From an optimization exercise on the open Yosys and OpenROAD flow, aimed at small area and a short achievable clock period; shortcuts taken in it are not production practice.
The RTL was checked by simulation tests, not by an equivalence proof against the original design.
No activity file was given, so power comes from the tool's default toggle rates.

===== flow/design.v =====
module assignment6 (
	output reg [15:0] result1,
	output reg [15:0] result2,
	input wire [7:0] character,
	input wire enable_character,
	input wire clk,
	input wire rst
);
	reg direction;           
	reg [9:0] q;
	reg [3:0] r1, r0;
	reg [3:0] d1, d0;
	wire is_digit = character[7:4] == 4'h3 && (!character[3] || character[2:1] == 2'b00);
	wire is_lr = character == "L" || character == "R";
	wire is_nl = character == 8'h0a;
	wire [3:0] dg = character[3:0];
	function ge3(input [3:0] a, input [3:0] b, input [3:0] c, input integer k);
		ge3 = a > k / 100 || (a == k / 100 && (b > (k / 10) % 10 || (b == (k / 10) % 10 && c >= k % 10)));
	endfunction
	wire [10:0] gt;
	assign gt[0] = 1'b1;
	assign gt[1] = q > 10'd65;
	assign gt[2] = q > 10'd131;
	assign gt[3] = q > 10'd196;
	assign gt[4] = q > 10'd262;
	assign gt[5] = q > 10'd327;
	assign gt[6] = q > 10'd393;
	assign gt[7] = q > 10'd458;
	assign gt[8] = q > 10'd524;
	assign gt[9] = q > 10'd589;
	assign gt[10] = 1'b0;
	wire e =
		(q == 10'd65  && ge3(r1, r0, dg, 536)) ||
		(q == 10'd131 && ge3(r1, r0, dg, 72)) ||
		(q == 10'd196 && ge3(r1, r0, dg, 608)) ||
		(q == 10'd262 && ge3(r1, r0, dg, 144)) ||
		(q == 10'd327 && ge3(r1, r0, dg, 680)) ||
		(q == 10'd393 && ge3(r1, r0, dg, 216)) ||
		(q == 10'd458 && ge3(r1, r0, dg, 752)) ||
		(q == 10'd524 && ge3(r1, r0, dg, 288)) ||
		(q == 10'd589 && ge3(r1, r0, dg, 824));
	wire [9:0] sel, kk;
	genvar gi;
	generate
		for (gi = 0; gi <= 9; gi = gi + 1) begin : g_sel
			assign sel[gi] = gt[gi] && !gt[gi + 1];
		end
		assign kk[0] = sel[0] && !e;
		for (gi = 1; gi <= 9; gi = gi + 1) begin : g_k
			assign kk[gi] = e ? sel[gi - 1] : sel[gi];
		end
	endgenerate
	wire [9:0] ak =
		({10{kk[1]}} & 10'd655) | ({10{kk[2]}} & 10'd286) | ({10{kk[3]}} & 10'd942) |
		({10{kk[4]}} & 10'd573) | ({10{kk[5]}} & 10'd204) | ({10{kk[6]}} & 10'd860) |
		({10{kk[7]}} & 10'd491) | ({10{kk[8]}} & 10'd122) | ({10{kk[9]}} & 10'd778);
	wire [3:0] bk1 =
		({4{kk[1]}} & 4'd3) | ({4{kk[2]}} & 4'd7) | ({4{kk[4]}} & 4'd4) |
		({4{kk[5]}} & 4'd8) | ({4{kk[6]}} & 4'd1) | ({4{kk[7]}} & 4'd5) |
		({4{kk[8]}} & 4'd8) | ({4{kk[9]}} & 4'd2);
	wire [3:0] bk0 =
		({4{kk[1]}} & 4'd6) | ({4{kk[2]}} & 4'd2) | ({4{kk[3]}} & 4'd8) |
		({4{kk[4]}} & 4'd4) | ({4{kk[6]}} & 4'd6) | ({4{kk[7]}} & 4'd2) |
		({4{kk[8]}} & 4'd8) | ({4{kk[9]}} & 4'd4);
	wire b0 = dg < bk0;
	wire [3:0] t0 = dg - bk0;
	wire [3:0] n_r0 = b0 ? t0 + 4'd10 : t0;
	wire [4:0] t1 = {1'b0, r0} - {1'b0, bk1} - b0;
	wire borrow = t1[4];
	wire [3:0] n_r1 = borrow ? t1[3:0] + 4'd10 : t1[3:0];
	wire [9:0] n_q = {q[6:0], 3'b000} + {q[8:0], 1'b0} + {6'd0, r1} + ~ak + {9'd0, !borrow};
	wire r_ge68 = r1 > 4'd6 || (r1 == 4'd6 && r0 >= 4'd8);
	wire r_gt68 = r1 > 4'd6 || (r1 == 4'd6 && r0 > 4'd8);
	wire r_gt36 = r1 > 4'd3 || (r1 == 4'd3 && r0 > 4'd6);
	wire q327 = q == 10'd327;
	wire ge = gt[5] || (q327 && r_ge68);      
	wire flip = gt[5] || (q327 && r_gt68);    
	wire nz = q != 10'd0 || r1 != 4'd0 || r0 != 4'd0;
	wire neg = direction ? ge : (nz && !flip);
	wire f0b = r0 > 4'd6;
	wire [3:0] f0 = 4'd6 - r0 + (f0b ? 4'd10 : 4'd0);
	wire [3:0] f1t = 4'd3 - r1 - f0b;
	wire [3:0] f1 = r_gt36 ? f1t + 4'd10 : f1t;
	wire [3:0] rm1 = flip ? f1 : r1;
	wire [3:0] rm0 = flip ? f0 : r0;
	wire [9:0] qm = flip ? 10'd655 - q - r_gt36 : q;
	wire [3:0] o1 = neg ? 4'd9 - rm1 : rm1;
	wire [3:0] o0 = neg ? 4'd9 - rm0 : rm0;
	wire [4:0] s0 = d0 + o0 + neg;
	wire c0 = s0 > 5'd9;
	wire [3:0] nd0 = c0 ? s0 - 5'd10 : s0;
	wire [4:0] s1 = d1 + o1 + c0;
	wire c1 = s1 > 5'd9;
	wire [3:0] nd1 = c1 ? s1 - 5'd10 : s1;
	wire nd_zero = nd0 == 4'd0 && nd1 == 4'd0;
	wire d_nz = d0 != 4'd0 || d1 != 4'd0;
	wire hit = neg ? d_nz && (!c1 || nd_zero) : c1;
	wire turn = enable_character && is_nl;
	always @(posedge clk) begin
		if (enable_character && is_lr)
			direction <= character[4];    
	end
	always @(posedge clk) begin
		if (rst) begin
			q <= 0;
			r1 <= 0;
			r0 <= 0;
		end else if (enable_character && !is_lr) begin
			if (is_digit) begin
				q <= n_q;
				r1 <= n_r1;
				r0 <= n_r0;
			end else begin
				q <= 0;
				r1 <= 0;
				r0 <= 0;
			end
		end
	end
	always @(posedge clk) begin
		if (rst) begin
			d1 <= 4'd5;
			d0 <= 4'd0;
			result1 <= 0;
			result2 <= 0;
		end else if (turn) begin
			d1 <= nd1;
			d0 <= nd0;
			result1 <= result1 + nd_zero;
			result2 <= result2 + qm + hit;
		end
	end
endmodule
module aoc_dial_top (
	output wire [15:0] result_part1,
	output wire [15:0] result_part2,
	input wire [7:0] character,
	input wire enable_character,
	input wire clk,
	input wire rst
);
	assignment6 m_dial (result_part1, result_part2, character, enable_character, clk, rst);
endmodule

===== flow/run.sh =====
#!/bin/bash
# synth_recipe.tcl (not shown) runs the flow's synth.tcl, then flattens the netlist and writes it again
# the make line also repeats each setting of config.mk as NAME=value (left out here)
make -C /OpenROAD-flow-scripts/flow DESIGN_CONFIG=/design/flow/config.mk WORK_HOME=/design/flow/orfs CLKGATE_MAP_FILE= SYNTH_SCRIPT=/design/flow/synth_recipe.tcl finish

===== flow/config.mk =====
export PLATFORM = sky130hd
export DESIGN_NAME = aoc_dial_top
export DESIGN_NICKNAME = aoc_dial_top
export VERILOG_FILES = /design/flow/design.v
export SDC_FILE = /design/flow/constraint.sdc
export NUM_CORES = 4
export LEC_CHECK = 0
export CAP_MARGIN = 20
export CORE_MARGIN = 2
export CORE_UTILIZATION = 40
export SLEW_MARGIN = 20

===== flow/constraint.sdc =====
create_clock -name core_clock -period 19.0 [get_ports {clk}]
set_input_delay 3.8000 -clock core_clock [delete_from_list [all_inputs] [get_ports {clk}]]
set_output_delay 3.8000 -clock core_clock [all_outputs]
set_load 0.01 [all_outputs]

==> run summary <==
Pint -> 0.253 mW
Final nets -> 958
Post-DR wirelength/cell -> 14.9 um
Core footprint -> 0.0158 mm^2
Mapped Area -> 0.00646 mm^2
Pwr/cell area -> 50.1 mW/mm^2
FF-to-FF Start -> m_dial.q[3]$_SDFFE_PP0P_
Setup TNS -> 0 ns
Worst skew pair latency -> 0.34 ns
Post-route antenna net violation count -> 0
Post-Route WL -> 15.9 mm
Synthesis warning total -> 1
Dpl hpwl -> 11.9 mm
Async set or reset register ratio after synthesis -> 0%
Total CTS buffers -> 9
Total grt overflow -> 0
Crit. End Element -> flip-flop
Fin. Hold Viols -> 0
Port bufs -> 42
Avg Cell Area, Syn -> 7.86 um^2
Pre-CTS setup slack -> 8.09 ns
Register area share after synthesis -> 18.4%
Period utilization -> 55.6%
Max_slew headroom -> 45.5%
Switching power -> 0.112 mW
RePlAce Congestion -> 0.890
Syn Nets -> 936
Post-CTS setup buffer count -> 0
Critical path fanouts, max -> 23
Most frequent cell after synthesis -> ha_1
First-iteration detailed-routing DRC count -> 371
Htree depth -> 3
Max-slew violations -> 0
Outcome -> complete, no violations
Synth top area cells -> dfxtp_1 (18%), ha_1 (16%), fa_1 (6.8%)
Pre-Repair DR Iteration Count -> 4
Synth area leader -> dfxtp_1
CP peak stage delay -> 0.59 ns
Layout cells sized above 1 -> 5.42%
Synth cell types -> 78
Hold path depth -> 2
Switching Share -> 30.7%
CP max-delay cell -> clkdlybuf4s50_1
Cell Rows -> 46
CTS Root Cell -> clkbuf_16
Worst R2R Path Depth -> 34
Vias in the first global route -> 5324
Hold Path Sink -> m_dial.result1[0]$_SDFFE_PP0P_
Num Clock Sinks -> 59
Clk pwr share -> 41.9%
CTS tree -> done
Setup Skew -> 0.00722 ns
Die area -> 0.0172 mm^2
Initial antenna violation count -> 0
WP data arrival -> 10.85 ns
Logic pwr share -> 23.6%
Seq pwr share -> 34.5%
Initial Util -> 40.8%
Routed via count -> 5807
Clock-pin slew on the worst setup and hold paths -> 0.05 ns
Hold path start -> m_dial.result1[0]$_SDFFE_PP0P_
Area grow syn2layout -> 13.0%
Global-route wire length before repair -> 26.3 mm
Top_reg_cell synth -> dfxtp_1
Setup Crit Path Kind -> input port to flip-flop
Mapped Cells -> 822
Tmin final -> 10.57 ns
Post-synth EDFFs -> 1
Slew @ Worst Pin -> 0.817 ns
Worst flop-to-flop path endpoint -> m_dial.result2[9]$_SDFFE_PP0P_
Non-filler cells, final -> 1065
Final Setup Violations -> 0
Cts repair resizes -> 0
Leak -> 2.98 nW
Unrepaired setup endpoints after global routing -> no
DRC violations left -> 0
Fin worst setup slack -> 8.43 ns
CTS Buffer Depth -> 2
Largest net degree at the start of global routing -> 60
Number of vias per cell -> 5.45
I/O pin total -> 43
Max Cap Viol -> 0
Worst EP required -> 19.28 ns
Yosys top cell area share -> 18.0%
Reg2Reg Setup Slack -> 9.44 ns
Dpl cells -> 1049
Critical Path Start Type -> input port
GRT Overall Usage -> 19.4%
Die Y-Extent -> 131 um
Fmax -> 0.0946 GHz
Ant. Diodes -> 0
Hold Crit Class -> flip-flop to flip-flop
#FFs+latches synth -> 59
# hold bufs at CTS -> 0
Most frequent cells after synthesis -> ha_1 (81), nand2_1 (78), nor2_1 (77)
Die Wd -> 131 um
Worst VDD drop -> 0.0407 mV
==> sequential cells by signal, summed over array words and instances (netlist names) <==
name,count
m_dial.result1,16
m_dial.result2,16
m_dial.q,10
m_dial.d0,4
m_dial.d1,4
m_dial.r0,4
m_dial.r1,4
m_dial.direction,1
==> power groups by stage <==
stage	clock network (mW)	logic [mW]	registers [mW]
floorplan	0	0.0704	0.128
global placement	0	0.0859	0.129
detailed placement	0	0.0858	0.129
CTS	0.157	0.0869	0.126
global route	0.162	0.0991	0.126
finish	0.153	0.0864	0.126
==> cell families (layout without fill, tap and decap cells) <==
kind of cell,after synthesis,after routing,synth area share [%]
AND/OR/NAND/NOR,301,301,23.6
AO/OA/AOI/OAI,187,187,18.9
adder cells (fa/ha/maj),103,103,22.5
buffers and inverters,100,127,6.22
flip-flops,59,59,18.4
XOR/XNOR,56,56,7.59
multiplexers,16,16,2.67
==> layout make-up <==
| cell class | count | area (um^2) |
|---|---|---|
| Fill cell | 1598 | 8530 |
| Timing Repair Buffer | 49 | 468 |
| Multi-Input combinational cell | 663 | 4870 |
| Clock buffer | 11 | 233 |
| Inverter | 62 | 233 |
| Clock inverter | 5 | 38.8 |
| Sequential cell | 59 | 1190 |
| Tap cell | 216 | 270 |
==> worst max path at each step <==
stage                       from                        to  slack [ns]
floorplan           character[2]  m_dial.q[9]$_SDFFE_PP0P_        9.15
global placement    character[2]  m_dial.q[9]$_SDFFE_PP0P_        8.15
detailed placement  character[2]  m_dial.q[9]$_SDFFE_PP0P_        8.09
CTS                 character[2]  m_dial.q[9]$_SDFFE_PP0P_        8.43
global route        character[3]  m_dial.q[9]$_SDFFE_PP0P_        7.86
finish              character[2]  m_dial.q[9]$_SDFFE_PP0P_        8.43
==> worst max-delay path: cells and delay by family <==
family | cells | cell delay, ns
fa+ha+maj | 6 | 1.86
mux | 1 | 0.20
simple gates | 8 | 1.60
buf+inv | 3 | 0.97
compound gates | 11 | 2.07
xor+xnor | 2 | 0.35
==> layer usage <==
metal,wire length [um],track usage [%],part of all wire [%]
met1,7800,26.6,49
met2,7180,30.9,45
met3,619,2.92,3.9
met4,301,7.01,1.9
met5,0,0,0
==> cell usage in the layout, fill, tap and decap left out, types with 5 or more instances in the layout <==
| cell type | n |
|---|---|
| a21o_1 | 11 |
| a21oi_1 | 56 |
| a22oi_1 | 18 |
| a31oi_1 | 5 |
| and2_1 | 5 |
| and3_1 | 14 |
| buf_4 | 7 |
| clkbuf_16 | 9 |
| clkdlybuf4s50_1 | 41 |
| dfxtp_1 | 58 |
| fa_1 | 22 |
| ha_1 | 81 |
| inv_1 | 61 |
| mux2_2 | 9 |
| mux2i_1 | 6 |
| nand2_1 | 78 |
| nand2b_1 | 6 |
| nand3_1 | 30 |
| nand4_1 | 10 |
| nor2_1 | 77 |
| nor2b_1 | 12 |
| nor3_1 | 12 |
| nor4_1 | 10 |
| o211ai_1 | 5 |
| o21a_1 | 7 |
| o21ai_0 | 41 |
| o31ai_1 | 5 |
| or2_2 | 5 |
| or3_1 | 12 |
| or4_1 | 6 |
| xnor2_1 | 36 |
| xor2_1 | 20 |
==> through the flow <==
| stage | hold WS (ns) | total power, mW | util, % | cell area, um^2 |
|---|---|---|---|---|
| after global placement | 0.463 | 0.215 | 44.4 | 7030 |
| after CTS | 0.479 | 0.370 | 46.1 | 7300 |
| final | 0.477 | 0.366 | 46.1 | 7300 |
| after detailed placement | 0.470 | 0.215 | 44.4 | 7030 |
| after floorplan | 0.462 | 0.198 | - | 6460 |
| after global routing | 0.501 | 0.388 | 46.1 | 7300 |

re-timing with driven ports:
Ports are ideal in the flow. The routed layout listed here was re-timed in OpenROAD. Step 1 sets driving cells, clkbuf_16 on the clock port and buf_2 on the other inputs (assumed; they add their load-dependent delay and slew). Step 2 also shifts input and output timing later by t, the mid clock arrival at the registers, as if the neighbouring blocks saw the same clock. Slacks: ideal / step 1 / step 2; pairs: ideal / step 1.
t (ns): 0.381
slack for setup (ns): 8.431 / 8.451 / 8.070
latest minus earliest clock arrival (ns): 0.008 / 0.008
worst slew at a driven data input, ns: 0.03
pins driven straight from the clock port: 1
After both steps setup and hold are still met in this run. For this run, drivers alone change the setup slack by +0.020 ns; drivers and shift together by -0.361 ns.
